Source: an optimization exercise on an open RTL-to-GDS flow (aim: small area and a short achievable clock period). Production flows keep margins and buffers that such runs may drop.
RTL that was checked went through simulation tests only; none was proved equivalent to the original.
The RTL of run 1 was laid out without a check of its function.
Power and IR drop assume default switching activity.

==> design/flow/design.v <==
module whac_core (
    input  wire        clk,
    input  wire        rst,         
    input  wire        pause,
    input  wire        ps2_clk,
    input  wire        ps2_data,
    output wire [11:0] x_pos,
    output wire [11:0] y_pos,
    output wire        left_btn,
    output wire        right_btn,
    output wire [11:0] mole_up,
    output wire        is_start,
    output wire [3:0]  level,
    output wire [2:0]  live,
    output wire [15:0] score,
    output wire [5:0]  note,
    output wire        beep
);
    function [17:0] add;
        input [17:0] a, b;
        input ci;
        integer k;
        reg c;
        begin
            c = ci;
            for (k = 0; k < 18; k = k + 1) begin
                add[k] = a[k] ^ b[k] ^ c;
                c = (a[k] & b[k]) | (c & (a[k] ^ b[k]));
            end
        end
    endfunction
    function ge;
        input [17:0] a, b;
        integer k;
        reg c;
        begin
            c = 1'b1;
            for (k = 0; k < 18; k = k + 1)
                c = (a[k] & ~b[k]) | (c & ~(a[k] ^ b[k]));
            ge = c;
        end
    endfunction
    reg rst_q;
    always @(posedge clk) rst_q <= rst;
    reg [1:0] sync;
    reg [3:0] bc;           
    reg [1:0] cnt;          
    reg [9:0] sh;           
    reg [7:0] bx;           
    reg [1:0] bb;           
    reg       upd;          
    wire fall = sync[1] & ~sync[0];
    wire last = bc[3] & bc[1];           
    wire done = fall & last;
    always @(posedge clk) begin
        if (rst) sync <= 2'b11;
        else sync <= {sync[0], ps2_clk};
    end
    always @(posedge clk) begin
        if (rst_q) begin
            bc <= 4'd0;
            cnt <= 2'd0;
        end else begin
            if (fall) begin
                bc <= last ? 4'd0 : bc + 4'd1;
                if (last) cnt <= cnt[1] ? 2'd0 : cnt + 2'd1;
            end
        end
    end
    always @(posedge clk) begin
        if (fall) sh <= {ps2_data, sh[9:1]};
        if (done & (cnt == 2'd0)) bb <= sh[2:1];
        if (done & (cnt == 2'd1)) bx <= sh[8:1];
        upd <= done & cnt[1];
    end
    reg [9:0] xp;
    reg [8:0] yp;
    reg lb, rb;
    wire [7:0] dy = sh[7:0];    
    wire [10:0] sx = add({8'd0, xp}, {{10{bx[7]}}, bx}, 1'b0);
    wire [10:0] sy = add({9'd0, yp}, {{10{dy[7]}}, dy}, 1'b0);
    wire [9:0] nx = sx[10] ? 10'd0 : ge({8'd0, sx[9:0]}, 18'd640) ? 10'd639 : sx[9:0];
    wire [8:0] ny = sy[10] ? 9'd0 : ge({8'd0, sy[9:0]}, 18'd480) ? 9'd479 : sy[8:0];
    always @(posedge clk) begin
        if (rst_q) begin
            xp <= 10'd320;
            yp <= 9'd240;
            lb <= 1'b0;
            rb <= 1'b0;
        end else if (upd) begin
            xp <= nx;
            yp <= ny;
            lb <= bb[0];
            rb <= bb[1];
        end
    end
    assign x_pos = {2'b00, xp};
    assign y_pos = {3'b000, yp};
    assign left_btn = lb;
    assign right_btn = rb;
    function inb;
        input [9:0] x;
        input [8:0] y;
        input [9:0] x0, x1;
        input [8:0] y0, y1;
        inb = ge({8'd0, x}, {8'd0, x0}) & ge({8'd0, x1}, {8'd0, x}) &
              ge({9'd0, y}, {9'd0, y0}) & ge({9'd0, y1}, {9'd0, y});
    endfunction
    wire [11:0] inbox;
    assign inbox[0]  = inb(xp, yp, 106, 151, 273, 307);
    assign inbox[1]  = inb(xp, yp, 230, 274, 270, 305);
    assign inbox[2]  = inb(xp, yp, 350, 392, 271, 306);
    assign inbox[3]  = inb(xp, yp, 470, 513, 270, 306);
    assign inbox[4]  = inb(xp, yp, 94,  140, 320, 352);
    assign inbox[5]  = inb(xp, yp, 224, 269, 320, 352);
    assign inbox[6]  = inb(xp, yp, 353, 400, 320, 352);
    assign inbox[7]  = inb(xp, yp, 480, 528, 320, 352);
    assign inbox[8]  = inb(xp, yp, 78,  125, 374, 408);
    assign inbox[9]  = inb(xp, yp, 218, 271, 374, 408);
    assign inbox[10] = inb(xp, yp, 357, 408, 374, 408);
    assign inbox[11] = inb(xp, yp, 496, 550, 374, 408);
    reg [15:0] rnd;
    reg [4:0] w;
    reg [1:0] u;
    wire fb = rnd[15] ^ rnd[13] ^ rnd[12] ^ rnd[10];
    wire [4:0] wn;     
    assign wn[0] = (~w[4] & ~w[3] & rnd[2]) | (~w[4] & ~w[2] & rnd[2] & ~rnd[15]) | (w[3] & w[0] & ~rnd[2] & rnd[15]) | (w[3] & w[1] & ~rnd[2] & rnd[15]) | (w[3] & w[2] & ~rnd[2] & rnd[15]) | (w[3] & w[2] & w[0] & ~rnd[2]) | (w[3] & w[2] & w[1] & ~rnd[2]) | (w[4] & ~rnd[2] & ~rnd[15]) | (w[4] & w[3] & rnd[2] & rnd[15]) | (w[4] & ~w[3] & ~w[2] & ~rnd[2]) | (w[4] & w[2] & w[1] & rnd[2] & rnd[15]) | (w[4] & w[2] & ~w[1] & ~w[0] & ~rnd[2]) | (w[4] & w[2] & w[0] & rnd[2] & rnd[15]);
    assign wn[1] = (~w[4] & ~w[3] & w[0]) | (w[3] & w[1] & ~w[0] & ~rnd[2] & rnd[15]) | (w[3] & w[2] & ~w[0] & ~rnd[2] & rnd[15]) | (w[3] & w[2] & w[1] & ~w[0] & ~rnd[2]) | (w[4] & ~w[0] & ~rnd[2]) | (w[4] & w[3] & rnd[15]) | (~w[2] & w[0] & rnd[2]) | (w[0] & rnd[2] & ~rnd[15]) | (w[4] & w[2] & w[1] & ~w[0] & rnd[15]) | (~w[4] & w[0] & rnd[2]) | (w[3] & ~w[2] & w[0] & ~rnd[15]);
    assign wn[2] = (~w[4] & ~w[3] & w[1]) | (w[1] & w[0]) | (w[4] & ~w[1] & ~w[0] & ~rnd[2]) | (w[4] & w[3] & rnd[15]) | (w[1] & rnd[2] & ~rnd[15]) | (~w[2] & w[1] & rnd[2]) | (w[3] & w[2] & ~w[1] & ~w[0] & ~rnd[2] & rnd[15]) | (~w[4] & w[1] & rnd[2]) | (w[3] & ~w[2] & w[1] & ~rnd[15]);
    assign wn[3] = (~w[4] & ~w[3] & ~w[2] & rnd[15]) | (~w[4] & ~w[3] & w[2] & ~rnd[15]) | (~w[4] & ~w[2] & ~w[1] & ~w[0] & ~rnd[2] & rnd[15]) | (w[2] & ~w[1] & ~w[0] & ~rnd[2] & ~rnd[15]) | (~w[3] & ~w[2] & ~w[1] & ~w[0] & ~rnd[2] & rnd[15]) | (w[4] & ~w[2] & rnd[2] & ~rnd[15]) | (w[4] & ~w[2] & w[0] & ~rnd[15]) | (w[4] & ~w[2] & w[1] & ~rnd[15]) | (w[4] & w[2] & ~w[1] & ~w[0] & rnd[2] & rnd[15]) | (w[3] & w[2] & rnd[2] & rnd[15]) | (w[3] & w[2] & w[1] & rnd[15]) | (w[3] & w[2] & w[0] & rnd[15]);
    assign wn[4] = (~w[4] & ~w[3] & w[2] & rnd[15]) | (~w[4] & w[3] & ~w[2] & ~w[1] & ~w[0] & ~rnd[2]) | (w[3] & ~w[2] & ~rnd[15]) | (w[4] & ~w[2] & w[0] & rnd[15]) | (w[4] & ~w[2] & w[1] & rnd[15]) | (w[3] & ~w[1] & ~w[0] & ~rnd[2] & ~rnd[15]) | (w[4] & w[2] & w[0] & ~rnd[15]) | (w[4] & w[2] & w[1] & ~rnd[15]) | (~w[3] & w[2] & ~w[1] & ~w[0] & rnd[15]) | (w[4] & w[2] & rnd[2] & ~rnd[15]) | (w[4] & ~w[3] & ~w[2] & rnd[2] & rnd[15]);
    wire [1:0] un;     
    assign un[0] = (u[1] & ~rnd[1] & ~rnd[15]) | (~u[1] & ~u[0] & rnd[1] & ~rnd[15]) | (u[1] & rnd[1] & rnd[15]) | (u[0] & ~rnd[1] & rnd[15]);
    assign un[1] = (~u[1] & ~u[0] & ~rnd[1] & rnd[15]) | (u[1] & rnd[1] & ~rnd[15]) | (u[0] & ~rnd[1] & ~rnd[15]) | (u[0] & rnd[1] & rnd[15]);
    always @(posedge clk) begin
        if (rst_q) begin
            rnd <= 16'hACE1;
            w <= 5'd7;          
            u <= 2'd0;          
        end else begin
            rnd <= {rnd[14:0], fb};
            w <= wn;
            u <= un;
        end
    end
    reg        started;
    reg [13:0] sc;
    reg [7:0]  tl;          
    reg [8:0]  rr;
    reg        gdec;        
    reg [11:0] mole;
    reg [3:0]  lvl;
    reg [2:0]  lives;
    reg        mclk, rclk, hit;
    wire is_win = lvl[3] & (lvl[2] | lvl[1]);
    wire is_lose = (lives == 3'd0);
    wire frozen = is_win | is_lose;
    wire mole_any = |mole;
    wire [3:0] d = gdec ? lvl - 4'd1 : lvl;
    wire unz = ge({9'd0, rr}, {14'd0, d});    
    wire tnz = (|tl) | unz;                   
    wire act = started & ~pause;              
    wire timeout = ~frozen & ~tnz;
    wire hitp = ~frozen & hit;
    wire gapload = timeout & mole_any | hitp;
    wire appear = timeout & ~mole_any;
    wire [13:0] thr;        
    assign thr[0] = 1'b0;
    assign thr[1] = 1'b0;
    assign thr[2] = (lvl[0]);
    assign thr[3] = (lvl[1]);
    assign thr[4] = (~lvl[2] & lvl[0]) | (lvl[2] & ~lvl[0]);
    assign thr[5] = (~lvl[3] & ~lvl[2] & ~lvl[1]) | (lvl[2] & lvl[1]) | (~lvl[2] & ~lvl[0]);
    assign thr[6] = (~lvl[3] & ~lvl[1]) | (~lvl[2] & lvl[1]);
    assign thr[7] = 1'b1;
    assign thr[8] = 1'b1;
    assign thr[9] = (~lvl[0]);
    assign thr[10] = (lvl[1] & lvl[0]) | (~lvl[1] & ~lvl[0]);
    assign thr[11] = (lvl[2] & lvl[0]) | (lvl[2] & lvl[1]) | (lvl[3] & ~lvl[0]);
    assign thr[12] = (lvl[3] & lvl[0]);
    assign thr[13] = 1'b0;
    wire lvup = ge({4'd0, sc}, {4'd0, thr});
    wire [7:0] m200 = {w, rnd[2:0]};
    wire [4:0] w4;          
    assign w4[0] = (~w[3] & w[2] & w[1] & w[0]) | (w[3] & ~w[2]) | (w[3] & ~w[1] & ~w[0]) | (w[4] & w[1] & w[0]) | (w[4] & w[2]);
    assign w4[1] = (~w[4] & w[2] & w[1] & w[0]) | (~w[4] & w[3]) | (w[4] & ~w[3] & ~w[2] & ~w[0]) | (w[4] & ~w[2] & ~w[1] & w[0]);
    assign w4[2] = (~w[4] & ~w[3] & ~w[2] & w[0]) | (~w[4] & ~w[3] & ~w[1] & w[0]) | (w[3] & ~w[0]) | (w[4] & ~w[0]);
    assign w4[3] = (~w[4] & ~w[3] & ~w[2] & w[1]) | (w[3] & ~w[2] & ~w[1] & w[0]) | (w[3] & w[2] & w[1] & w[0]) | (w[4] & ~w[3] & ~w[2] & ~w[1] & ~w[0]) | (w[4] & w[2] & ~w[1] & w[0]) | (~w[3] & w[2] & w[1] & ~w[0]) | (w[3] & ~w[2] & w[1] & ~w[0]);
    assign w4[4] = (~w[4] & ~w[3] & w[2] & ~w[1]) | (~w[4] & ~w[3] & w[2] & ~w[0]) | (w[3] & ~w[2] & w[1] & w[0]) | (w[4] & ~w[2] & ~w[1] & w[0]) | (w[4] & w[3]) | (w[4] & ~w[2] & w[1] & ~w[0]) | (w[4] & w[2] & w[1] & w[0]) | (w[3] & w[2] & ~w[1] & ~w[0]);
    wire [5:0] g1 = add({13'd0, w4}, {16'd0, rnd[2:1]}, 1'b0);
    wire [4:0] g2 = ge({12'd0, g1}, 18'd25) ? g1[4:0] - 5'd25 : g1[4:0];
    wire [6:0] v_gap = add({12'd0, g2, rnd[0]}, 18'd25, 1'b0);     
    wire [2:0] s = rnd[2:0];
    wire [1:0] a3, b3;
    wire [2:0] a5, b5, a6, b6, a7, b7;
    wire [3:0] a9, b9;
    assign a3[0] = (~w[4] & ~w[3] & ~w[2] & ~w[1] & ~w[0]) | (~w[4] & ~w[3] & ~w[2] & w[1] & w[0]) | (~w[4] & ~w[3] & w[2] & w[1] & ~w[0]) | (w[3] & ~w[2] & ~w[1] & w[0]) | (w[3] & w[2] & ~w[1] & ~w[0]) | (w[4] & w[3]) | (w[4] & ~w[2] & w[1] & ~w[0]) | (w[4] & w[2] & ~w[1] & w[0]) | (w[3] & w[2] & w[1] & w[0]);
    assign a3[1] = (~w[4] & ~w[3] & ~w[2] & w[1] & ~w[0]) | (~w[4] & ~w[3] & w[2] & ~w[1] & w[0]) | (~w[4] & w[3] & ~w[2] & ~w[1] & ~w[0]) | (w[3] & ~w[2] & w[1] & w[0]) | (w[4] & ~w[2] & ~w[1] & w[0]) | (w[4] & w[2] & ~w[1] & ~w[0]) | (w[3] & w[2] & w[1] & ~w[0]) | (w[4] & w[2] & w[1] & w[0]);
    assign b3[0] = (~s[2] & ~s[1] & s[0]) | (s[2] & ~s[1] & ~s[0]) | (s[2] & s[1] & s[0]);
    assign b3[1] = (~s[2] & s[1] & ~s[0]) | (s[2] & ~s[1] & s[0]);
    assign a5[0] = (~w[3] & ~w[2] & ~w[1] & w[0]) | (~w[4] & ~w[3] & w[1] & ~w[0]) | (~w[4] & ~w[3] & w[2] & w[1]) | (w[3] & ~w[2] & w[1] & w[0]) | (w[4] & ~w[3] & ~w[2] & ~w[1]) | (w[3] & w[2] & ~w[1] & ~w[0]) | (w[4] & ~w[1] & w[0]) | (w[4] & w[2] & w[1] & ~w[0]);
    assign a5[1] = (~w[4] & ~w[2] & ~w[1] & w[0]) | (~w[4] & ~w[3] & w[2] & ~w[0]) | (w[3] & ~w[2] & w[0]) | (w[4] & ~w[2] & ~w[1] & ~w[0]) | (w[4] & ~w[2] & w[1] & w[0]) | (w[4] & w[2] & ~w[1] & w[0]) | (~w[4] & w[2] & w[1] & ~w[0]);
    assign a5[2] = (w[4] & ~w[2] & w[1] & ~w[0]) | (~w[4] & w[3] & ~w[2] & ~w[1] & ~w[0]) | (~w[4] & ~w[3] & ~w[2] & w[1] & w[0]) | (w[3] & w[2] & ~w[1] & w[0]) | (w[4] & w[2] & w[1] & w[0]);
    assign b5[0] = (~s[2] & s[0]) | (s[2] & s[1] & ~s[0]);
    assign b5[1] = (~s[2] & s[1]) | (s[1] & s[0]);
    assign b5[2] = (s[2] & ~s[1] & ~s[0]);
    assign a6[0] = 1'b0;
    assign a6[1] = (~w[4] & ~w[3] & ~w[2] & w[1] & ~w[0]) | (~w[4] & ~w[3] & w[2] & ~w[1] & w[0]) | (~w[4] & w[3] & ~w[2] & ~w[1] & ~w[0]) | (w[3] & ~w[2] & w[1] & w[0]) | (w[4] & ~w[2] & ~w[1] & w[0]) | (w[4] & w[2] & ~w[1] & ~w[0]) | (w[3] & w[2] & w[1] & ~w[0]) | (w[4] & w[2] & w[1] & w[0]);
    assign a6[2] = (~w[4] & ~w[3] & ~w[2] & ~w[1] & ~w[0]) | (~w[4] & ~w[3] & ~w[2] & w[1] & w[0]) | (~w[4] & ~w[3] & w[2] & w[1] & ~w[0]) | (w[3] & ~w[2] & ~w[1] & w[0]) | (w[3] & w[2] & ~w[1] & ~w[0]) | (w[4] & w[3]) | (w[4] & ~w[2] & w[1] & ~w[0]) | (w[4] & w[2] & ~w[1] & w[0]) | (w[3] & w[2] & w[1] & w[0]);
    assign b6[0] = (s[0]);
    assign b6[1] = (~s[2] & s[1]);
    assign b6[2] = (s[2] & ~s[1]);
    assign a7[0] = (~w[4] & ~w[3] & ~w[2] & w[0]) | (~w[3] & w[2] & w[1] & ~w[0]) | (w[3] & ~w[2] & ~w[0]) | (w[4] & w[2] & ~w[0]) | (w[3] & w[2] & w[0]) | (~w[3] & ~w[2] & ~w[1] & w[0]);
    assign a7[1] = (~w[4] & ~w[3] & ~w[2] & ~w[1]) | (~w[4] & ~w[3] & ~w[1] & ~w[0]) | (~w[4] & w[2] & w[1] & w[0]) | (~w[4] & ~w[2] & ~w[1] & ~w[0]) | (w[3] & w[1] & w[0]) | (w[4] & w[1] & ~w[0]) | (w[4] & w[2] & ~w[1] & w[0]) | (w[3] & w[2] & w[1]);
    assign a7[2] = (~w[4] & ~w[2] & w[1]) | (~w[4] & ~w[3] & w[2] & ~w[1] & ~w[0]) | (w[3] & ~w[2] & w[0]) | (w[4] & ~w[2] & ~w[1]) | (w[4] & w[2] & w[1] & w[0]) | (w[4] & ~w[2] & ~w[0]);
    assign b7[0] = (~s[2] & s[0]) | (~s[1] & s[0]);
    assign b7[1] = (~s[2] & s[1]) | (s[1] & ~s[0]);
    assign b7[2] = (s[2] & ~s[1]) | (s[2] & ~s[0]);
    assign a9[0] = (~w[3] & ~w[2] & ~w[1] & ~w[0]) | (~w[4] & ~w[3] & w[1] & w[0]) | (~w[3] & w[2] & w[0]) | (w[3] & ~w[2] & ~w[1] & w[0]) | (w[3] & w[2] & ~w[0]) | (w[4] & ~w[3] & ~w[2] & ~w[0]);
    assign a9[1] = (~w[4] & ~w[3] & w[1] & w[0]) | (~w[4] & w[2] & ~w[1] & ~w[0]) | (~w[4] & w[3] & ~w[1] & ~w[0]) | (w[3] & w[2] & ~w[1]) | (w[4] & ~w[3] & ~w[2] & ~w[1]) | (w[4] & ~w[1] & w[0]) | (w[4] & w[2] & w[1] & ~w[0]);
    assign a9[2] = (~w[4] & ~w[3] & ~w[2] & w[1] & w[0]) | (w[3] & w[2]) | (w[4] & w[3]) | (~w[4] & w[2] & ~w[0]) | (w[4] & w[2] & w[0]) | (w[2] & ~w[1] & w[0]) | (w[2] & w[1] & ~w[0]);
    assign a9[3] = (~w[4] & ~w[3] & ~w[2] & w[1] & ~w[0]) | (w[3] & ~w[2] & w[1] & w[0]) | (w[4] & w[2] & ~w[1] & ~w[0]);
    assign b9[0] = (s[0]);
    assign b9[1] = (s[1]);
    assign b9[2] = (s[2]);
    assign b9[3] = 1'b0;
    reg  [3:0] ra, rb_;
    always @(*) begin
        case (lvl)
            4'd2: begin ra = 4'd0; rb_ = {3'd0, s[0]}; end
            4'd3: begin ra = {2'd0, a3}; rb_ = {2'd0, b3}; end
            4'd4: begin ra = 4'd0; rb_ = {2'd0, s[1:0]}; end
            4'd5: begin ra = {1'd0, a5}; rb_ = {1'd0, b5}; end
            4'd6: begin ra = {1'd0, a6}; rb_ = {1'd0, b6}; end
            4'd7: begin ra = {1'd0, a7}; rb_ = {1'd0, b7}; end
            4'd8: begin ra = 4'd4; rb_ = {1'd0, s}; end
            4'd9: begin ra = a9; rb_ = b9; end
            default: begin ra = 4'd0; rb_ = 4'd0; end
        endcase
    end
    wire [4:0] ry = add({14'd0, ra}, {14'd0, rb_}, 1'b0);
    wire [4:0] rz = add({13'd0, ry}, ~{14'd0, lvl}, 1'b1);
    wire [3:0] vrem = ge({13'd0, ry}, {14'd0, lvl}) ? rz[3:0] : ry[3:0];
    wire [8:0] v_app = add({10'd0, m200}, 18'd100, 1'b0);
    wire [8:0] lq = add({9'd0, v_app}, ~{14'd0, vrem}, 1'b1);    
    reg [11:0] mole_a;      
    wire [3:0] hole = {u, rnd[1:0]};
    always @(*) begin
        mole_a = mole;
        if ((frozen & rclk) | hitp | (timeout & mole_any)) mole_a = 12'd0;
        else if (appear) mole_a = 12'd1 << hole;
    end
    always @(posedge clk) begin
        if (rst_q) begin
            started <= 1'b0;
            sc <= 14'd0;
            tl <= 8'd0;
            rr <= 9'd0;
            gdec <= 1'b0;
            mole <= 12'd0;
            lvl <= 4'd1;
            lives <= 3'd5;
        end else if (!started) begin
            if (mclk) started <= 1'b1;
        end else if (!pause) begin
            mole <= mole_a;
            if (frozen) begin
                if (rclk) begin
                    started <= 1'b0;
                    sc <= 14'd0;
                    tl <= 8'd0;
                    rr <= 9'd0;
                    gdec <= 1'b0;
                    lvl <= 4'd1;
                    lives <= 3'd5;
                end
            end else begin
                if (appear) begin
                    tl <= 8'd0;
                    rr <= lq;
                    gdec <= 1'b0;
                end else if (gapload) begin
                    tl <= 8'd0;
                    rr <= {2'b00, v_gap};
                    gdec <= hitp & lvup;
                end else if (tl != 8'd0) begin
                    tl <= tl - 8'd1;
                end else begin
                    tl <= 8'hFF;
                    rr <= add({9'd0, rr}, ~{14'd0, d}, 1'b1);
                end
                if (timeout & mole_any) lives <= lives - 3'd1;
                if (hitp) begin
                    sc <= add({4'd0, sc}, {9'd0, rr}, 1'b0);
                    if (lvup) lvl <= lvl + 4'd1;
                end
            end
        end
    end
    always @(posedge clk) begin
        mclk <= lb;
        rclk <= rb;
        hit <= lb & (act ? |(inbox & mole_a) : |(inbox & mole));
    end
    assign mole_up = mole;
    assign is_start = started;
    assign level = lvl;
    assign live = lives;
    assign score = {2'b00, sc};
    reg [10:0] div;
    reg        playing;
    reg [5:0]  p;
    reg [7:0]  pt;
    reg [5:0]  note_r;
    reg        pwin, plose;
    reg [2:0]  plive;
    reg [13:0] psc;
    wire [2:0]  m_lc;       
    wire [5:0]  m_note;
    wire [0:0]  m_end;
    wire [16:0] per;
    localparam [5:0] B_WIN = 6'd0;
    localparam [5:0] B_CLICK = 6'd23;
    localparam [5:0] B_SCORE = 6'd28;
    localparam [5:0] B_LIVE = 6'd36;
    localparam [5:0] B_LOSE = 6'd43;
    assign m_lc[0] = (~p[5] & ~p[4] & p[2] & p[1]) | (~p[5] & p[4] & ~p[3] & ~p[0]) | (~p[5] & p[4] & ~p[2] & ~p[1]) | (p[5] & ~p[4] & ~p[1] & p[0]) | (p[5] & p[2] & p[1] & ~p[0]) | (p[5] & ~p[3] & p[2] & ~p[1]);
    assign m_lc[1] = (~p[5] & p[2] & p[1]) | (p[5] & p[3] & ~p[2] & ~p[1]) | (p[4] & ~p[3] & ~p[1]) | (p[4] & p[1] & ~p[0]) | (p[4] & p[2]) | (p[2] & p[1] & p[0]) | (p[5] & p[3] & ~p[1] & p[0]);
    assign m_lc[2] = (~p[5] & ~p[4]) | (p[5] & p[3] & p[2]) | (p[4] & ~p[3] & ~p[0]) | (p[4] & ~p[3] & ~p[1]) | (~p[4] & p[3] & p[1] & p[0]);
    assign m_note[0] = (~p[5] & p[2] & ~p[1] & p[0]) | (p[5] & p[4] & ~p[1]) | (p[4] & ~p[3] & p[2]) | (p[4] & p[3] & ~p[1] & ~p[0]) | (~p[5] & p[3] & ~p[2] & p[1] & ~p[0]) | (~p[4] & ~p[3] & ~p[2] & p[1] & ~p[0]);
    assign m_note[1] = (p[4] & p[2] & p[1] & p[0]) | (p[5] & p[3] & ~p[2] & ~p[1] & ~p[0]) | (p[5] & p[2] & p[0]) | (~p[5] & ~p[4] & ~p[3]) | (p[4] & ~p[3] & ~p[1]) | (~p[5] & p[4] & ~p[2] & p[1] & ~p[0]) | (~p[4] & ~p[3] & p[1]) | (p[5] & p[3] & p[1] & p[0]);
    assign m_note[2] = (~p[5] & ~p[4] & ~p[3] & ~p[2] & ~p[0]) | (p[5] & ~p[3] & p[2] & ~p[0]) | (~p[4] & p[3] & ~p[2] & ~p[1] & p[0]) | (~p[5] & p[3] & p[2] & ~p[1] & ~p[0]) | (p[5] & p[3] & p[2] & p[1] & p[0]) | (p[5] & p[4] & ~p[0]) | (p[4] & p[3] & p[1] & ~p[0]) | (~p[5] & ~p[4] & ~p[3] & p[1]) | (~p[5] & ~p[3] & p[2] & ~p[1] & p[0]);
    assign m_note[3] = (~p[5] & p[3] & ~p[2] & p[1] & ~p[0]) | (p[4] & p[3] & p[2] & p[1] & p[0]) | (~p[4] & p[3] & p[2] & ~p[1]) | (~p[4] & ~p[3] & p[2] & p[1]) | (~p[4] & ~p[2] & ~p[1] & p[0]) | (~p[5] & p[2] & ~p[1] & ~p[0]) | (p[5] & ~p[4] & ~p[2] & p[0]) | (~p[4] & ~p[3] & ~p[2] & p[0]) | (~p[5] & ~p[4] & ~p[3] & ~p[2] & ~p[1]);
    assign m_note[4] = (p[3] & ~p[2] & ~p[1] & ~p[0]) | (~p[5] & ~p[4] & p[3] & p[1] & p[0]) | (~p[5] & p[3] & p[2] & p[1]) | (~p[5] & p[4] & ~p[3] & ~p[0]) | (~p[5] & p[4] & ~p[1] & p[0]) | (p[5] & ~p[4] & ~p[3] & p[1]) | (p[4] & p[2] & p[1]);
    assign m_note[5] = (p[5] & ~p[3] & p[2] & ~p[1]);
    assign m_end[0] = (p[5] & ~p[4] & ~p[3] & ~p[2]) | (p[4] & ~p[2] & p[1] & p[0]) | (p[5] & p[3] & ~p[2] & p[1] & ~p[0]);
    assign per[0] = (~note_r[5] & ~note_r[4] & ~note_r[3] & ~note_r[1]) | (note_r[2] & ~note_r[1] & note_r[0]) | (note_r[4] & ~note_r[3] & ~note_r[2] & ~note_r[0]) | (~note_r[4] & ~note_r[3] & ~note_r[2] & note_r[0]);
    assign per[1] = (note_r[2] & ~note_r[1] & note_r[0]) | (~note_r[5] & ~note_r[4] & ~note_r[3] & note_r[1]) | (note_r[5] & note_r[2]) | (~note_r[4] & note_r[3] & ~note_r[2] & note_r[1]);
    assign per[2] = (note_r[5]) | (~note_r[4] & note_r[3] & note_r[2] & ~note_r[0]) | (~note_r[3] & note_r[2] & note_r[0]) | (~note_r[3] & ~note_r[1] & note_r[0]);
    assign per[3] = (note_r[5]) | (note_r[3] & ~note_r[1]) | (~note_r[1] & note_r[0]) | (note_r[4] & note_r[2]) | (~note_r[4] & ~note_r[3] & note_r[0]) | (note_r[4] & ~note_r[3] & note_r[1] & ~note_r[0]);
    assign per[4] = (~note_r[2] & ~note_r[1] & ~note_r[0]) | (note_r[4] & note_r[3] & ~note_r[2]) | (note_r[3] & ~note_r[1] & ~note_r[0]) | (~note_r[3] & note_r[2] & note_r[0]) | (note_r[5] & ~note_r[2]);
    assign per[5] = (note_r[5]) | (~note_r[4] & note_r[3] & note_r[1]) | (note_r[3] & ~note_r[2] & ~note_r[1]) | (note_r[2] & note_r[1] & ~note_r[0]) | (~note_r[3] & ~note_r[2] & ~note_r[0]);
    assign per[6] = (note_r[5]) | (note_r[4] & note_r[1] & note_r[0]) | (note_r[3] & note_r[2] & note_r[1]) | (~note_r[2] & ~note_r[1] & ~note_r[0]) | (note_r[4] & note_r[2]) | (note_r[3] & ~note_r[1] & ~note_r[0]);
    assign per[7] = (~note_r[2] & ~note_r[1] & ~note_r[0]) | (note_r[2] & note_r[0]) | (note_r[4] & note_r[3] & note_r[2]) | (note_r[4] & ~note_r[2] & ~note_r[1]) | (~note_r[4] & ~note_r[3] & note_r[0]) | (note_r[4] & ~note_r[3] & note_r[1] & ~note_r[0]);
    assign per[8] = (note_r[5]) | (note_r[3] & ~note_r[1] & ~note_r[0]) | (note_r[4] & note_r[2]) | (note_r[4] & ~note_r[1]) | (~note_r[4] & ~note_r[2] & ~note_r[0]) | (note_r[4] & ~note_r[3] & ~note_r[0]);
    assign per[9] = (~note_r[3] & ~note_r[2] & ~note_r[0]) | (~note_r[4] & note_r[3] & note_r[2] & ~note_r[0]) | (note_r[4] & ~note_r[2] & ~note_r[1]) | (~note_r[5] & ~note_r[4] & ~note_r[3] & ~note_r[1]) | (~note_r[4] & ~note_r[2] & note_r[1] & ~note_r[0]);
    assign per[10] = (~note_r[4] & ~note_r[2] & note_r[1]) | (note_r[3] & note_r[2] & ~note_r[1]) | (~note_r[1] & note_r[0]) | (~note_r[3] & ~note_r[2] & ~note_r[0]) | (note_r[4] & note_r[3] & note_r[2]);
    assign per[11] = (~note_r[5] & ~note_r[4] & ~note_r[3]) | (~note_r[5] & ~note_r[2] & ~note_r[0]) | (note_r[3] & note_r[0]) | (note_r[1] & note_r[0]);
    assign per[12] = (note_r[2] & ~note_r[1] & note_r[0]) | (~note_r[4] & note_r[1] & ~note_r[0]) | (note_r[4] & ~note_r[2] & ~note_r[1]) | (~note_r[4] & ~note_r[3] & ~note_r[1]) | (note_r[3] & ~note_r[2] & ~note_r[0]);
    assign per[13] = (~note_r[4] & ~note_r[3] & ~note_r[1]) | (~note_r[4] & note_r[3] & note_r[2] & note_r[1]) | (note_r[3] & note_r[0]) | (note_r[5]) | (note_r[3] & ~note_r[2] & ~note_r[1]);
    assign per[14] = (note_r[3] & ~note_r[1] & ~note_r[0]) | (note_r[3] & ~note_r[2]) | (note_r[4] & note_r[3]) | (~note_r[4] & ~note_r[2] & note_r[0]);
    assign per[15] = (~note_r[4] & note_r[3]) | (note_r[4] & ~note_r[3]);
    assign per[16] = (~note_r[5] & ~note_r[4] & ~note_r[3]);
    wire tick = (div == 11'h3FF);
    wire ev_win = is_win & ~pwin;
    wire ev_lose = is_lose & ~plose;
    wire ev_score = ~ge({4'd0, psc}, {4'd0, sc});           
    wire ev_live = ~ge({15'd0, lives}, {15'd0, plive});     
    wire pt_hit;
    assign pt_hit = ((m_lc == 3'd0) & (pt == 8'd0)) |
        ((m_lc == 3'd1) & (pt == 8'd20)) |
        ((m_lc == 3'd2) & (pt == 8'd30)) |
        ((m_lc == 3'd3) & (pt == 8'd50)) |
        ((m_lc == 3'd4) & (pt == 8'd100)) |
        ((m_lc == 3'd5) & (pt == 8'd110)) |
        ((m_lc == 3'd6) & (pt == 8'd150)) |
        ((m_lc == 3'd7) & (pt == 8'd200));
    always @(posedge clk) begin
        if (rst_q) begin
            div <= 11'd1;
            playing <= 1'b0;
            note_r <= 6'd0;
            pwin <= 1'b0;
            plose <= 1'b0;
            plive <= 3'd5;
            psc <= 14'd0;
        end else begin
            div <= div + 11'd1;
            if (tick) begin
                if (playing) begin
                    if (pt_hit) begin
                        if (m_end) begin
                            playing <= 1'b0;
                            note_r <= 6'd0;
                        end else begin
                            note_r <= m_note;
                        end
                    end
                end else if (ev_win | ev_lose | ev_score | ev_live | mclk) begin
                    playing <= 1'b1;
                end
                pwin <= is_win;
                plose <= is_lose;
                plive <= lives;
                psc <= sc;
            end
        end
    end
    always @(posedge clk) begin
        if (tick) begin
            if (playing) begin
                if (pt_hit) begin
                    pt <= 8'd0;
                    p <= p + 6'd1;
                end else begin
                    pt <= pt + 8'd1;
                end
            end else begin
                pt <= 8'd0;
                if (ev_win) p <= B_WIN;
                else if (ev_lose) p <= B_LOSE;
                else if (ev_score) p <= B_SCORE;
                else if (ev_live) p <= B_LIVE;
                else p <= B_CLICK;
            end
        end
    end
    assign note = note_r;
    reg [16:0] cnt_b;
    reg        beep_r;
    always @(posedge clk) begin
        if (note_r == 6'd0) begin
            cnt_b <= 17'd0;
            beep_r <= 1'b0;
        end else if (ge({1'b0, cnt_b}, {1'b0, per})) begin
            cnt_b <= 17'd0;
            beep_r <= ~beep_r;
        end else begin
            cnt_b <= cnt_b + 17'd1;
        end
    end
    assign beep = beep_r;
endmodule
==> design/flow/flow/run.sh <==
#!/bin/bash
set -euo pipefail
export BUFFER_PORTS_ARGS="-buffer_cell sky130_fd_sc_hd__buf_2"
bash standard.sh > standard.log 2>&1
==> design/flow/standard.sh <==
#!/bin/bash
# synth_recipe.tcl (not shown) runs the flow's synth.tcl, then flattens the netlist and writes it again
# the make line also repeats each setting of config.mk as NAME=value (left out here)
make -C /OpenROAD-flow-scripts/flow DESIGN_CONFIG=/design/flow/config.mk WORK_HOME=/design/flow/orfs CLKGATE_MAP_FILE= SYNTH_SCRIPT=/design/flow/synth_recipe.tcl "${@:-finish}"
==> design/flow/config.mk <==
export PLATFORM = sky130hd
export DESIGN_NAME = whac_core
export DESIGN_NICKNAME = whac_core
export VERILOG_FILES = /design/flow/design.v
export SDC_FILE = /design/flow/constraint.sdc
export NUM_CORES = 4
export LEC_CHECK = 0
export CAP_MARGIN = 20
export CORE_MARGIN = 2
export CORE_UTILIZATION = 40
export SLEW_MARGIN = 20
==> design/flow/constraint.sdc <==
create_clock -name core_clock -period 80.0 [get_ports {clk}]
set_input_delay 16.0000 -clock core_clock [delete_from_list [all_inputs] [get_ports {clk}]]
set_output_delay 16.0000 -clock core_clock [all_outputs]
set_load 0.01 [all_outputs]
==> flow_summary.ini, run 1 <==
[run_status]
outcome = timing/DRC/antenna clean

[place]
pre_cts_ws_ns = 62.00
io_buffers = 66
place_hpwl_um = 24420
place.gp.congestion = 0.8714
dp.cells = 2140

[cts]
cts_max_level = 4
hold_buffers = 0
tritoncts = yes
clockBufferDepth = 2
cts_num_sinks = 198
clk_latency_ns = 0.44
cts_resized = 0
clk_pin_slew_ns = 0.07
root_buffer = clkbuf_16
numCtsBuffers = 17
post_cts_buffers = 0

[worst_setup_path]
r2r-end = rr[8]
crit_arrival_ns = 17.98
start_kind = input port
end_kind = flop
worst-path-buf-inv = 2
reg2reg_slack_ns = 73.07
timing.rr.start = w[2]
cp_top_family = compound AO/OA/AOI/OAI gates
crit_type = in2reg
cpPeakStageDelay_ns = 0.50
cp_common_cell = nor2_1
startpoint = pause
path_cells = buf_2 -> nor2b_1 -> buf_4 -> o21a_1 -> o31ai_2 -> nor2_1 -> a21boi_0 -> a21oi_1 -> nor2_1
rr_worst_depth = 31
cpMaxStageDelayCell = nor2_1
cp.required_ns = 80.37
crit_fanout = 19

[power]
p_per_area_nw_per_um2 = 15.63
irDropWorstVdd_uv = 14.67
p_total_mw = 0.2307
power_leakage_nw = 5.848

[global_route]
globalRouteTotalUtil_pct = 19.05
first_global_vias = 11340
grt_max_degree = 65
grt_pass1_wl_um = 56500
antenna_found_initial = 0
grt_remaining_overflow = 0

[logic_synthesis]
synth.top_cell.area_share_pct = 24.02
async_flop_share_pct = 0
seq_area_frac_synth_pct = 31.49
ys.flop_type = dfxtp_1
yosysUniqueCellTypes = 88
synth_area_um2 = 13670
synth-seq-cells = 198
synth_edf_count = 34
synth_area_per_cell_um2 = 7.974
syn_inst = 1714
ys_top_cells_by_area = dfxtp_1 24%, ha_1 9.2%, edfxtp_1 7.5%
yosys_warnings = 1
yosysTopAreaCell = dfxtp_1

[floorplan]
dieArea_um2 = 35660
core-area_um2 = 33620
boundaryPins = 74
die_h_um = 188.9
die_w_um = 188.9
num_rows = 67
initial_core_util_pct = 40.66

[cells_and_area]
diodes = 0
layoutNonFillerInstCount = 2172
final_common_cell = nor2_1
drive_gt1_share_pct = 7.831
nNetsFinal = 1853
area_delta_synth_final_pct = 8.019
final_cell_mix = 199 x nor2_1, 163 x a21oi_1, 163 x dfxtp_1, 157 x nand2_1, 120 x inv_1

[sta]
drv_slew = 0
hold_ws_ns = 0.3716
max_slew_margin_pct = 31.44
fin_ws_ns = 62.40
fin_skew_ns = 0.01273
rsz0062_at_grt = no
finalCritPeriodShare_pct = 22.01
worstMarginPinSlew_ns = 1.027
period_needed_ns = 17.60
fin_setup_tns_ns = 0
max_freq_ghz = 0.05680
final-setup-viol-count = 0
hold_viol = 0

[drt]
wl_um = 33820
num_vias = 12030
ant_nets = 0
wl_per_cell_um = 15.57
dr.pass1.iters = 5
viasPerCell = 5.537
drt-initial-drc-count = 878
drc = 0

[min_path]
whs_endpoint = rclk
min_path_cells = 0
hp-start = rb
hp-class = reg2reg

[flow_run]
max_cap_violations = 0
## metal layers
layer / GRT usage (%) / vias up / routed length, µm
met5: 0 / - / 0
met4: 6.040 / 0 / 754
met3: 3.522 / 48 / 1486
met2: 31.46 / 317 / 15740
met1: 25.22 / 5595 / 15850
li1: - / 6066 / -
## cells by family after synthesis
kind of cell	after synthesis	synth area share, %
compound gates	465	21.30
xor+xnor	52	3.332
fa+ha+maj	137	14.52
buf+inv	228	6.600
flops	198	31.49
mux	19	1.428
other cells	1	0.02744
simple gates	614	21.30
## through the flow
step	cell area, µm²	util, %
after floorplan	13690	-
after global placement	14220	42.30
after detailed placement	14220	42.30
after CTS	14760	43.92
after global routing	14760	43.92
final	14760	43.92
## synthesized netlist by cell type (8+ instances only)
master,n
a21o_1,16
nand2b_1,24
o211ai_1,12
a21oi_1,163
or3_1,21
edfxtp_1,34
or2_2,9
a22oi_1,17
o22ai_1,18
mux2i_1,15
clkbuf_1,78
nor4_1,18
dfxtp_1,164
nand4_1,10
inv_1,120
o21ai_0,108
a211o_1,8
a211oi_1,14
a32oi_1,8
fa_1,36
xnor2_1,24
and3_1,17
o21a_1,10
buf_1,12
a221oi_1,9
a31oi_1,19
ha_1,101
nand3_1,55
nor2_1,199
xor2_1,28
nor2b_1,23
nand2_1,157
nor3_1,44
## area by class of cell
type	count	area, µm²
clock buffers	21	451.7
clock inverters	11	92.59
fillers	3335	18850
inverters	125	469.2
multi-input cells	1294	8484
flip-flops and latches	198	4308
well taps	448	560.5
repair buffers	75	397.9
## sequential cells by signal (all words and copies together), names as in the netlist, 9 cells and up
signal,count
yp,9
xp,10
div,11
mole,12
sh,10
cnt_b,17
rr,9
sc,14
rnd,16
psc,14
## power breakdown
group	switching [mW]	leakage, nW	total (mW)	internal [mW]
Clock	0.0405	0.269	0.0821	0.0416
Sequential	0.00401	1.64	0.107	0.103
Combinational	0.0258	3.94	0.0419	0.0161
## worst max path at each step
stage	endpoint	slack, ns	cells past startpoint
after global placement	rr[2]	62.06	9
final	rr[2]	62.40	9
after detailed placement	rr[2]	62.00	9
after global routing	rr[2]	62.28	9
after CTS	rr[2]	62.46	9
after floorplan	rr[2]	62.48	8
==> run 2: changes to the inputs <==
--- a/design/flow/design.v
+++ b/design/flow/design.v
@@ -44,2 +44,16 @@
     always @(posedge clk) rst_q <= rst;
+    function [10:0] db11;    
+        input [10:0] q;
+        db11 = {q[9:0], q[10] ^ q[8] ^ (q[9:0] == 10'd0)};
+    endfunction
+    function [7:0] db8;      
+        input [7:0] q;
+        db8 = {q[6:0], q[7] ^ q[5] ^ q[4] ^ q[3] ^ (q[6:0] == 7'd0)};
+    endfunction
+    function [3:0] db4;      
+        input [3:0] q;
+        db4 = {q[2:0], q[3] ^ q[2] ^ (q[2:0] == 3'd0)};
+    endfunction
+    localparam [10:0] DIV1 = 11'd1, DIV1023 = 11'd2032;
+    localparam [3:0] BC10 = 4'd11;
     reg [1:0] sync;
@@ -52,3 +66,3 @@
     wire fall = sync[1] & ~sync[0];
-    wire last = bc[3] & bc[1];           
+    wire last = (bc == BC10);
     wire done = fall & last;
@@ -64,3 +78,3 @@
             if (fall) begin
-                bc <= last ? 4'd0 : bc + 4'd1;
+                bc <= last ? 4'd0 : db4(bc);
                 if (last) cnt <= cnt[1] ? 2'd0 : cnt + 2'd1;
@@ -134,2 +148,6 @@
     assign un[1] = (~u[1] & ~u[0] & ~rnd[1] & rnd[15]) | (u[1] & rnd[1] & ~rnd[15]) | (u[0] & ~rnd[1] & ~rnd[15]) | (u[0] & rnd[1] & rnd[15]);
+    reg  [6:0] v_gap;
+    wire [7:0] gz = add({10'd0, v_gap, fb}, rnd[15] ? ~18'd61 : ~18'd25, 1'b1);    
+    wire [6:0] gn = gz[7] ? gz[6:0] + 7'd50 : ge({10'd0, gz}, 18'd75) ? gz[6:0] - 7'd50 :
+                    ge({10'd0, gz}, 18'd25) ? gz[6:0] : gz[6:0] + 7'd50;
     always @(posedge clk) begin
@@ -138,2 +156,3 @@
             w <= 5'd7;          
+            v_gap <= 7'd32;     
             u <= 2'd0;          
@@ -142,2 +161,3 @@
             w <= wn;
+            v_gap <= gn;
             u <= un;
@@ -183,11 +203,2 @@
     wire [7:0] m200 = {w, rnd[2:0]};
-    wire [4:0] w4;          
-    assign w4[0] = (~w[3] & w[2] & w[1] & w[0]) | (w[3] & ~w[2]) | (w[3] & ~w[1] & ~w[0]) | (w[4] & w[1] & w[0]) | (w[4] & w[2]);
-    assign w4[1] = (~w[4] & w[2] & w[1] & w[0]) | (~w[4] & w[3]) | (w[4] & ~w[3] & ~w[2] & ~w[0]) | (w[4] & ~w[2] & ~w[1] & w[0]);
-    assign w4[2] = (~w[4] & ~w[3] & ~w[2] & w[0]) | (~w[4] & ~w[3] & ~w[1] & w[0]) | (w[3] & ~w[0]) | (w[4] & ~w[0]);
-    assign w4[3] = (~w[4] & ~w[3] & ~w[2] & w[1]) | (w[3] & ~w[2] & ~w[1] & w[0]) | (w[3] & w[2] & w[1] & w[0]) | (w[4] & ~w[3] & ~w[2] & ~w[1] & ~w[0]) | (w[4] & w[2] & ~w[1] & w[0]) | (~w[3] & w[2] & w[1] & ~w[0]) | (w[3] & ~w[2] & w[1] & ~w[0]);
-    assign w4[4] = (~w[4] & ~w[3] & w[2] & ~w[1]) | (~w[4] & ~w[3] & w[2] & ~w[0]) | (w[3] & ~w[2] & w[1] & w[0]) | (w[4] & ~w[2] & ~w[1] & w[0]) | (w[4] & w[3]) | (w[4] & ~w[2] & w[1] & ~w[0]) | (w[4] & w[2] & w[1] & w[0]) | (w[3] & w[2] & ~w[1] & ~w[0]);
-    wire [5:0] g1 = add({13'd0, w4}, {16'd0, rnd[2:1]}, 1'b0);
-    wire [4:0] g2 = ge({12'd0, g1}, 18'd25) ? g1[4:0] - 5'd25 : g1[4:0];
-    wire [6:0] v_gap = add({12'd0, g2, rnd[0]}, 18'd25, 1'b0);     
     wire [2:0] s = rnd[2:0];
@@ -247,7 +258,11 @@
     wire [3:0] hole = {u, rnd[1:0]};
+    wire clear_a = (frozen & rclk) | hitp | (timeout & mole_any);
     always @(*) begin
         mole_a = mole;
-        if ((frozen & rclk) | hitp | (timeout & mole_any)) mole_a = 12'd0;
+        if (clear_a) mole_a = 12'd0;
         else if (appear) mole_a = 12'd1 << hole;
     end
+    wire hit_h = |(inbox & mole);                     
+    wire [11:0] ibh = inbox >> hole;
+    wire hit_a = ~clear_a & (appear ? ibh[0] : hit_h);
     always @(posedge clk) begin
@@ -256,5 +271,2 @@
             sc <= 14'd0;
-            tl <= 8'd0;
-            rr <= 9'd0;
-            gdec <= 1'b0;
             mole <= 12'd0;
@@ -270,5 +282,2 @@
                     sc <= 14'd0;
-                    tl <= 8'd0;
-                    rr <= 9'd0;
-                    gdec <= 1'b0;
                     lvl <= 4'd1;
@@ -277,16 +286,2 @@
             end else begin
-                if (appear) begin
-                    tl <= 8'd0;
-                    rr <= lq;
-                    gdec <= 1'b0;
-                end else if (gapload) begin
-                    tl <= 8'd0;
-                    rr <= {2'b00, v_gap};
-                    gdec <= hitp & lvup;
-                end else if (tl != 8'd0) begin
-                    tl <= tl - 8'd1;
-                end else begin
-                    tl <= 8'hFF;
-                    rr <= add({9'd0, rr}, ~{14'd0, d}, 1'b1);
-                end
                 if (timeout & mole_any) lives <= lives - 3'd1;
@@ -300,5 +295,25 @@
     always @(posedge clk) begin
+        if (!started) begin
+            tl <= 8'd0;
+            rr <= 9'd0;
+            gdec <= 1'b0;
+        end else if (!pause & !frozen) begin
+            if (appear) begin
+                tl <= 8'd0;
+                rr <= lq;
+                gdec <= 1'b0;
+            end else if (gapload) begin
+                tl <= 8'd0;
+                rr <= {2'b00, v_gap};
+                gdec <= hitp & lvup;
+            end else begin
+                tl <= db8(tl);
+                if (tl == 8'd0) rr <= add({9'd0, rr}, ~{14'd0, d}, 1'b1);
+            end
+        end
+    end
+    always @(posedge clk) begin
         mclk <= lb;
         rclk <= rb;
-        hit <= lb & (act ? |(inbox & mole_a) : |(inbox & mole));
+        hit <= lb & (act ? hit_a : hit_h);
     end
@@ -309,6 +324,6 @@
     assign score = {2'b00, sc};
-    reg [10:0] div;
+    reg [10:0] div;         
     reg        playing;
     reg [5:0]  p;
-    reg [7:0]  pt;
+    reg [7:0]  pt;          
     reg [5:0]  note_r;
@@ -353,3 +368,3 @@
     assign per[16] = (~note_r[5] & ~note_r[4] & ~note_r[3]);
-    wire tick = (div == 11'h3FF);
+    wire tick = (div == DIV1023);
     wire ev_win = is_win & ~pwin;
@@ -360,12 +375,12 @@
     assign pt_hit = ((m_lc == 3'd0) & (pt == 8'd0)) |
-        ((m_lc == 3'd1) & (pt == 8'd20)) |
-        ((m_lc == 3'd2) & (pt == 8'd30)) |
-        ((m_lc == 3'd3) & (pt == 8'd50)) |
-        ((m_lc == 3'd4) & (pt == 8'd100)) |
-        ((m_lc == 3'd5) & (pt == 8'd110)) |
-        ((m_lc == 3'd6) & (pt == 8'd150)) |
-        ((m_lc == 3'd7) & (pt == 8'd200));
+        ((m_lc == 3'd1) & (pt == 8'd92)) |
+        ((m_lc == 3'd2) & (pt == 8'd50)) |
+        ((m_lc == 3'd3) & (pt == 8'd130)) |
+        ((m_lc == 3'd4) & (pt == 8'd136)) |
+        ((m_lc == 3'd5) & (pt == 8'd177)) |
+        ((m_lc == 3'd6) & (pt == 8'd169)) |
+        ((m_lc == 3'd7) & (pt == 8'd14));
     always @(posedge clk) begin
         if (rst_q) begin
-            div <= 11'd1;
+            div <= DIV1;
             playing <= 1'b0;
@@ -377,3 +392,3 @@
         end else begin
-            div <= div + 11'd1;
+            div <= db11(div);
             if (tick) begin
@@ -405,3 +420,3 @@
                 end else begin
-                    pt <= pt + 8'd1;
+                    pt <= db8(pt);
                 end
--- a/design/flow/config.mk
+++ b/design/flow/config.mk
@@ -10,2 +10,3 @@
 export CORE_UTILIZATION = 40
+export CTS_BUF_LIST = sky130_fd_sc_hd__clkbuf_4 sky130_fd_sc_hd__clkbuf_8
 export SLEW_MARGIN = 20
==> run 2 against run 1 <==
Net effect: sequential share of layout area increased by 0.27 points; cell area increased by 2.3%; worst setup slack got worse by 0.044 ns; clock skew increased by 0.0078 ns; clock power increased by 39%; global-route usage increased by 0.50 points; critical path depth decreased by 8; combinational power increased by 32%; sequential power increased by 8%; critical endpoint is now note[2].
==> flow_summary.ini, run 2 <==
[cts]
tritoncts = yes
hold_buffers = 0
cts_max_level = 2
post_cts_buffers = 0
numCtsBuffers = 40
cts_num_sinks = 205
cts_resized = 0
clk_latency_ns = 0.53
clockBufferDepth = 3
clk_pin_slew_ns = 0.06
root_buffer = clkbuf_8

[global_route]
grt_remaining_overflow = 0
first_global_vias = 11070
antenna_found_initial = 1
grt_pass1_wl_um = 58060
globalRouteTotalUtil_pct = 19.55
grt_max_degree = 83

[drt]
wl_um = 35110
drc = 0
ant_nets = 0
dr.pass1.iters = 5
wl_per_cell_um = 16.05
num_vias = 12130
drt-initial-drc-count = 908
viasPerCell = 5.547

[sta]
drv_slew = 0
fin_skew_ns = 0.02054
max_slew_margin_pct = 35.44
max_freq_ghz = 0.05666
period_needed_ns = 17.65
worstMarginPinSlew_ns = 0.9671
rsz0062_at_grt = no
hold_viol = 0
finalCritPeriodShare_pct = 22.06
final-setup-viol-count = 0
fin_setup_tns_ns = 0

[worst_setup_path]
cp_top_family = flip-flops
crit_fanout = 27
r2r-end = rr[8]
timing.rr.start = w[4]
crit_type = reg2out
cpMaxStageDelayCell = dfxtp_1
rr_worst_depth = 30
reg2reg_slack_ns = 72.92
end_kind = primary output
path_cells = buf_2
cpPeakStageDelay_ns = 0.86
cp.required_ns = 64.00
start_kind = flop
path_depth = 1
crit_end = note[2]
worst-path-buf-inv = 1
startpoint = note_r[2]
crit_arrival_ns = 1.65

[cells_and_area]
reg_top3 = cnt_b: 17 flops, rnd: 16 flops
area_delta_synth_final_pct = 10.15
top_register = cnt_b
final_util_pct = 44.93
diodes = 0
largest_reg_flops = 17
nNetsFinal = 1849
drive_gt1_share_pct = 10.47
final_cell_mix = 172 x nor2_1, 170 x dfxtp_1, 165 x nand2_1, 158 x a21oi_1, 120 x inv_1
final_common_cell = nor2_1

[logic_synthesis]
yosys_warnings = 1
syn_inst = 1697
synth-xor-area-share_pct = 2.747
yosysUniqueCellTypes = 81
seq_area_frac_synth_pct = 32.41
synth-seq-cells = 205
ys_top_cells_by_area = dfxtp_1 25%, ha_1 8.9%, edfxtp_1 7.4%
synth_most_common_cell = nor2_1
ys.flop_type = dfxtp_1
synthMuxAreaShare_pct = 2.099
synth_top_family_by_area = compound AO/OA/AOI/OAI gates
async_flop_share_pct = 0
yosys.area_share.simple_pct = 20.61
synth.top_cell.area_share_pct = 24.97
synth_area_um2 = 13710
yosysTopAreaCell = dfxtp_1
synth_compound_area_share_pct = 20.95
synth_area_per_cell_um2 = 8.080
synth_common_cells = 172 x nor2_1, 171 x dfxtp_1, 165 x nand2_1
synth_fa_ha_area_share_pct = 14.33
synth_edf_count = 34

[power]
p_per_area_nw_per_um2 = 18.85
power_leakage_nw = 6.022
irDropWorstVdd_uv = 10.64

[place]
place_hpwl_um = 24910
place.gp.congestion = 0.8779
io_buffers = 66

[floorplan]
die_h_um = 189.1
initial_core_util_pct = 40.79
dieArea_um2 = 35780
die_w_um = 189.1
core-area_um2 = 33620
boundaryPins = 74
num_rows = 67

[min_path]
hp-class = reg2reg
min_path_cells = 0

[flow_run]
max_cap_violations = 0

[run_status]
outcome = timing/DRC/antenna clean
-- run 2: changes by cell type in the layout (fill, tap and decap cells not counted), sizes merged, moves of 8 or more --
cell,previous run,this run
nand2,157,165
clkbuf,21,60
nor2b,23,31
nor2,199,172
xor2,28,14
o21ai,112,102
or3,21,11
nand3,56,48
a21boi,4,15
-- run 2: logic make-up after synthesis --
kind of cell,after synthesis
AO/OA/AOI/OAI,461
XOR/XNOR,43
multiplexers,27
adder cells (fa/ha/maj),135
flip-flops,205
other,1
AND/OR/NAND/NOR,591
buffers and inverters,234
-- run 2: cell type report --
| cell class | count | area [µm²] |
|---|---|---|
| inverters | 127 | 476.7 |
| repair buffers | 72 | 375.4 |
| clock inverters | 11 | 127.6 |
| well taps | 448 | 560.5 |
| multi-input cells | 1264 | 8371 |
| clock buffers | 60 | 744.5 |
| fillers | 3402 | 18510 |
| flip-flops and latches | 205 | 4448 |
-- run 2: how the worst min path moves through the flow --
stage | start | end
floorplan | rnd[9] | rnd[10]
global placement | rb | rclk
detailed placement | rb | rclk
CTS | rb | rclk
global route | rb | rclk
finish | rb | rclk
-- run 2: worst register-to-register path, delay by kind of cell, from the launching register on --
| kind | cells | cell delay (ns) |
|---|---|---|
| AO/OA/AOI/OAI | 9 | 1.08 |
| adder cells (fa/ha/maj) | 11 | 3.00 |
| AND/OR/NAND/NOR | 5 | 0.97 |
| flip-flops | 1 | 0.95 |
| buffers and inverters | 4 | 0.78 |
| XOR/XNOR | 1 | 0.20 |
-- run 2: through the flow --
stage	hold WS [ns]	power (mW)	setup WS (ns)	cell area, µm²	cells
floorplan	0.3895	0.1600	62.72	13730	1703
detailed placement	0.3695	0.1719	62.17	14230	2116
global placement	0.3657	0.1712	62.24	14220	2116
global route	0.3900	0.3011	62.24	15100	2187
CTS	0.3773	0.2875	62.33	15100	2187
finish	0.3791	0.2846	62.35	15100	2187
-- run 2: power breakdown --
| part | internal, mW | total (mW) | switching [mW] |
|---|---|---|---|
| sequential | 0.108 | 0.116 | 0.00758 |
| clock | 0.0690 | 0.114 | 0.0448 |
| combinational | 0.0221 | 0.0551 | 0.0330 |
| total | 0.199 | 0.285 | 0.0854 |
-- run 2: per-layer routing --
layer / track usage (%) / share of wire, %
met4: 4.387 / 1.5
met3: 2.632 / 5.0
met1: 27.81 / 47
met5: 0 / 0
met2: 31.50 / 46
==> run 3: changes to the inputs <==
--- a/design/flow/config.mk
+++ b/design/flow/config.mk
@@ -10,3 +10,4 @@
 export CORE_UTILIZATION = 40
-export CTS_BUF_LIST = sky130_fd_sc_hd__clkbuf_4 sky130_fd_sc_hd__clkbuf_8
+export CTS_CLUSTER_DIAMETER = 120
+export CTS_CLUSTER_SIZE = 30
 export SLEW_MARGIN = 20
==> run 3 against run 2 <==
Net effect: register-to-register slack worse by 0.02 ns; clock-buffer cell count is 46 lower; via count is 1.9% lower; fmax up 0.13%; die area is the same; first-iteration DRC count up 7.4%; combinational power about the same; area after synthesis did not move; synthesized cell count unchanged; clock skew is 0.0075 ns higher; utilization shrank 1.6 points; sequential share of layout area rose by 1.1 points; critical endpoint unchanged; largest power group unchanged.
==> flow_summary.ini, run 3 <==
[run_status]
outcome = timing/DRC/antenna clean

[floorplan]
die_w_um = 189.1
die_h_um = 189.1
core-area_um2 = 33620
num_rows = 67
boundaryPins = 74
initial_core_util_pct = 40.79
dieArea_um2 = 35780

[place]
place.gp.congestion = 0.8779
place_hpwl_um = 24910
pre_cts_ws_ns = 62.17
place_area_um2 = 14230
dp.cells = 2116
io_buffers = 66

[cells_and_area]
nNetsFinal = 1820
top_register = cnt_b
stdcell_area_um2 = 14560
final_common_cell = nor2_1
final_cell_mix = 172 x nor2_1, 170 x dfxtp_1, 165 x nand2_1, 158 x a21oi_1, 120 x inv_1
num-fill-cells = 3410
drive_gt1_share_pct = 7.537
layoutNonFillerInstCount = 2133
reg_top3 = cnt_b: 17 flops, rnd: 16 flops
largest_reg_flops = 17
area_delta_synth_final_pct = 6.160
diodes = 0

[worst_setup_path]
path_cells = buf_2
end_kind = primary output
worst-path-buf-inv = 1
cp.required_ns = 64.00
cp_top_family = flip-flops
start_kind = flop
cpPeakStageDelay_ns = 0.89
crit_fanout = 27
cpMaxStageDelayCell = dfxtp_1
crit_arrival_ns = 1.63
crit_type = reg2out

[global_route]
antenna_found_initial = 1
grt_max_degree = 83
grt_pass1_wl_um = 56890
grt_remaining_overflow = 0
globalRouteTotalUtil_pct = 18.98
first_global_vias = 10740

[logic_synthesis]
ys_top_cells_by_area = dfxtp_1 25%, ha_1 8.9%, edfxtp_1 7.4%
seq_area_frac_synth_pct = 32.41
ys.flop_type = dfxtp_1
synth_area_per_cell_um2 = 8.080
synth_common_cells = 172 x nor2_1, 171 x dfxtp_1, 165 x nand2_1
synth_area_um2 = 13710
async_flop_share_pct = 0
synth_edf_count = 34
synth-seq-cells = 205
yosysUniqueCellTypes = 81
synth_most_common_cell = nor2_1
syn_inst = 1697
synth.top_cell.area_share_pct = 24.97
yosys_warnings = 1
yosysTopAreaCell = dfxtp_1

[sta]
hold_viol = 0
worstMarginPinSlew_ns = 0.9626
finalCritPeriodShare_pct = 22.03
fin_setup_tns_ns = 0
fin_ws_ns = 62.37
max_slew_margin_pct = 35.74
fin_skew_ns = 0.02808
period_needed_ns = 17.63
final-setup-viol-count = 0
max_freq_ghz = 0.05673
drv_slew = 0
rsz0062_at_grt = no

[drt]
wl_um = 34360
drc = 0
num_vias = 11900
dr.pass1.iters = 5
viasPerCell = 5.578
drt-initial-drc-count = 975
wl_per_cell_um = 16.11
ant_nets = 0

[power]
p_per_area_nw_per_um2 = 16.06
irDropWorstVdd_uv = 19.62
power_leakage_nw = 5.714
p_total_mw = 0.2337

[cts]
clockBufferDepth = 3
post_cts_buffers = 0
cts_num_sinks = 205
tritoncts = yes
numCtsBuffers = 11
root_buffer = clkbuf_16
clk_latency_ns = 0.49
cts_max_level = 1
cts_resized = 0
clk_pin_slew_ns = 0.12
hold_buffers = 0

[flow_run]
max_cap_violations = 0

[min_path]
hp-class = reg2reg
[run 3: per-stage QoR]
stage / util [%] / hold slack [ns]
2_1_floorplan: - / 0.3895
3_3_place_gp: 42.30 / 0.3657
3_5_place_dp: 42.33 / 0.3695
4_1_cts: 43.30 / 0.3898
5_1_grt: 43.30 / 0.4004
6_report: 43.30 / 0.3835
[run 3: routing by layer]
layer  global-route usage, %  wire length (µm)  vias up
li1                        -                 -     5930
met1                   27.99             16720     5678
met2                   30.84             15970      262
met3                   1.687              1315       28
met4                   2.584               357        0
met5                       0                 0        -
[run 3: final cells by class]
cell class	count	area, µm²	share of cell area [%]
clock inverter	3	38.79	0.2665
inverter	127	476.7	3.275
tap	448	560.5	3.851
multi-input combinational	1264	8371	57.50
timing repair buffer	72	375.4	2.579
clock buffer	14	286.5	1.968
sequential	205	4448	30.56
[run 3: cell families (layout without fill, tap and decap cells)]
family / count (synthesis) / after routing / synth area share [%]
mux: 27 / 27 / 2.099
other cells: 1 / 7 / 0.02735
fa+ha+maj: 135 / 135 / 14.33
simple gates: 591 / 591 / 20.61
flops: 205 / 205 / 32.41
compound gates: 461 / 461 / 20.95
buf+inv: 234 / 216 / 6.825
xor+xnor: 43 / 43 / 2.747
[run 3: worst reg2reg max path: cells and delay by family, from the launching register on]
family,cells,cell delay (ns)
adders and majority gates,11,3.00
AOI/OAI and AO/OA,9,1.09
and+or+nand+nor,5,0.98
DFF,1,0.96
buffers and inverters,4,0.78
xor gates and xnor gates,1,0.20
[run 3: where the power goes]
| part | total (mW) | switching (mW) | internal, mW |
|---|---|---|---|
| Combinational | 0.0550 | 0.0329 | 0.0221 |
| Sequential | 0.116 | 0.00760 | 0.108 |
| Clock | 0.0632 | 0.0364 | 0.0269 |
| Total | 0.234 | 0.0768 | 0.157 |
[run 3: final timing paths]
check	startpoint	endpoint	slack, ns	cells past startpoint
worst max-delay path	note_r[2]	note[2]	62.37	1
worst min-delay path	rb	rclk	0.38	0
worst max register to register	w[4]	rr[8]	72.90	30
worst min register to register	rb	rclk	0.38	0
==> run 4: changes to the inputs <==
--- a/design/flow/config.mk
+++ b/design/flow/config.mk
@@ -10,4 +10,4 @@
 export CORE_UTILIZATION = 40
-export CTS_CLUSTER_DIAMETER = 120
-export CTS_CLUSTER_SIZE = 30
+export CTS_CLUSTER_DIAMETER = 150
+export CTS_CLUSTER_SIZE = 25
 export SLEW_MARGIN = 20
==> run 4 against run 3 <==
Net effect: still clean; total power is 1.6% higher; non-clock buffer count stayed put; sequential power hardly changed; register-to-register slack better by 0.03 ns; fmax hardly changed; hold slack worse by 0.0045 ns; utilization is 0.12 points higher; via count is 0.19% higher.
==> flow_summary.ini, run 4 <==
[global_route]
first_global_vias = 10760
grt_remaining_overflow = 0
grt_max_degree = 83
antenna_found_initial = 1
globalRouteTotalUtil_pct = 19.02
grt_pass1_wl_um = 56930

[floorplan]
dieArea_um2 = 35780
core-area_um2 = 33620
num_rows = 67
die_w_um = 189.1
boundaryPins = 74
die_h_um = 189.1
initial_core_util_pct = 40.79

[logic_synthesis]
synth_edf_count = 34
yosys_warnings = 1
synth_common_cells = 172 x nor2_1, 171 x dfxtp_1, 165 x nand2_1
synth-xor-area-share_pct = 2.747
synth_compound_area_share_pct = 20.95
yosysTopAreaCell = dfxtp_1
yosysUniqueCellTypes = 81
async_flop_share_pct = 0
synth-seq-cells = 205
synth_area_um2 = 13710
synth_area_per_cell_um2 = 8.080
yosys.area_share.simple_pct = 20.61
ys.flop_type = dfxtp_1
syn_inst = 1697
ys_top_cells_by_area = dfxtp_1 25%, ha_1 8.9%, edfxtp_1 7.4%
synth_fa_ha_area_share_pct = 14.33
synth_most_common_cell = nor2_1
synthMuxAreaShare_pct = 2.099
synth_top_family_by_area = compound AO/OA/AOI/OAI gates
seq_area_frac_synth_pct = 32.41
synth.top_cell.area_share_pct = 24.97

[cts]
tritoncts = yes
clk_pin_slew_ns = 0.10
clk_latency_ns = 0.48
cts_resized = 0
post_cts_buffers = 0
hold_buffers = 0
clockBufferDepth = 3
cts_num_sinks = 205
cts_max_level = 1
root_buffer = clkbuf_16
numCtsBuffers = 12

[worst_setup_path]
cp.required_ns = 64.00
cpPeakStageDelay_ns = 0.88
r2r-end = rr[8]
end_kind = primary output
start_kind = flop
cpMaxStageDelayCell = dfxtp_1
crit_arrival_ns = 1.62
reg2reg_slack_ns = 72.93
path_cells = buf_2
timing.rr.start = w[4]
rr_worst_depth = 30
crit_type = reg2out
crit_fanout = 27
path_depth = 1
worst-path-buf-inv = 1
cp_top_family = flip-flops
startpoint = note_r[2]

[cells_and_area]
final_common_cell = nor2_1
area_delta_synth_final_pct = 6.451
diodes = 0
top_register = cnt_b
num-fill-cells = 3417
nNetsFinal = 1821
reg_top3 = cnt_b: 17 flops, rnd: 16 flops
largest_reg_flops = 17
drive_gt1_share_pct = 7.587
regArea_um2 = 4448
final_cell_mix = 172 x nor2_1, 170 x dfxtp_1, 165 x nand2_1, 158 x a21oi_1, 120 x inv_1
multi_input_area_um2 = 8371

[sta]
max_freq_ghz = 0.05676
period_needed_ns = 17.62
drv_slew = 0
final-setup-viol-count = 0
max_slew_margin_pct = 35.70
hold_viol = 0
fin_skew_ns = 0.02506
hold_ws_ns = 0.3790
worstMarginPinSlew_ns = 0.9632
rsz0062_at_grt = no
fin_setup_tns_ns = 0
finalCritPeriodShare_pct = 22.02

[flow_run]
max_cap_violations = 0

[power]
p_per_area_nw_per_um2 = 16.27
irDropWorstVdd_uv = 12.12
power_leakage_nw = 5.734

[min_path]
min_path_cells = 0
hp-start = rb
hp-class = reg2reg
whs_endpoint = rclk

[place]
place.gp.congestion = 0.8779
place_hpwl_um = 24910
io_buffers = 66

[drt]
wl_per_cell_um = 16.12
num_vias = 11920
drc = 0
drt-initial-drc-count = 932
wl_um = 34420
dr.pass1.iters = 5
viasPerCell = 5.584
ant_nets = 0

[run_status]
outcome = timing/DRC/antenna clean
## run 4: cell counts after synthesis
Identical to the previous run, type by type.
## run 4: metal layers
layer	up-vias	GRT usage [%]	part of all wire (%)
met4	0	2.825	1.0
met3	30	1.464	4.0
met1	5665	27.99	49
met5	-	0	0
li1	5937	-	-
met2	289	31.02	46
## run 4: where the power goes
part	internal (mW)	switching [mW]	leakage [nW]
Clock	0.0308	0.0363	0.179
Sequential	0.108	0.00753	1.71
Combinational	0.0221	0.0328	3.85
## run 4: worst max path at each step
stage / end / slack, ns
2_1_floorplan: lvl[2] / 62.72
3_3_place_gp: rr[8] / 62.24
3_5_place_dp: lvl[2] / 62.17
4_1_cts: note[2] / 62.38
5_1_grt: note[2] / 62.28
6_report: note[2] / 62.38
## run 4: cells by family (layout without fill, tap and decap cells)
kind of cell	Yosys count	in the layout
simple gates	591	591
compound gates	461	461
buf+inv	234	218
flops	205	205
fa+ha+maj	135	135
xor+xnor	43	43
mux	27	27
other cells	1	7
## run 4: cell type report
class / count / share of cell area [%]
flip-flops and latches: 205 / 30.47
well taps: 448 / 3.840
inverters: 127 / 3.266
multi-input cells: 1264 / 57.35
repair buffers: 72 / 2.572
clock inverters: 2 / 0.1714
clock buffers: 17 / 2.332
## run 4: through the flow
stage	util [%]	power, mW	worst slack [ns]	cell area [µm²]	std cells
2_1_floorplan	-	0.1600	62.72	13730	1703
3_3_place_gp	42.30	0.1712	62.24	14220	2116
3_5_place_dp	42.33	0.1719	62.17	14230	2116
4_1_cts	43.42	0.2402	62.38	14600	2135
5_1_grt	43.42	0.2524	62.28	14600	2135
6_report	43.42	0.2375	62.38	14600	2135

==> afterwards: timing with drivers on the ports <==
Ports are ideal in the flow. The routed layouts listed here were re-timed in OpenROAD.
Step 1, drivers: a clkbuf_16 drives clk and a buf_2 each remaining input, both assumed.
Step 2 adds t to the input delays and takes it off the output delays; t is the mean of the earliest and latest rising clock arrival at the registers after step 1. Input paths then give back, and output paths get back, about the clock's delay inside the block.
Slacks: ideal ports / drivers / drivers and shift; pairs: ideal ports / drivers.
| run | shift t [ns] | setup slack, ns | latest minus earliest clock arrival (ns) |
|---|---|---|---|
| run 1 | 0.484 | 62.395 / 62.420 / 61.935 | 0.013 / 0.013 |
| run 2 | 0.573 | 62.351 / 62.304 / 62.079 | 0.024 / 0.024 |
| run 3 | 0.518 | 62.373 / 62.328 / 62.076 | 0.031 / 0.030 |
| run 4 | 0.516 | 62.381 / 62.335 / 62.100 | 0.026 / 0.025 |
After both steps every run listed still meets setup and hold. For run 1, which loses most, drivers alone change the setup slack by +0.025 ns; drivers and shift together by -0.460 ns.
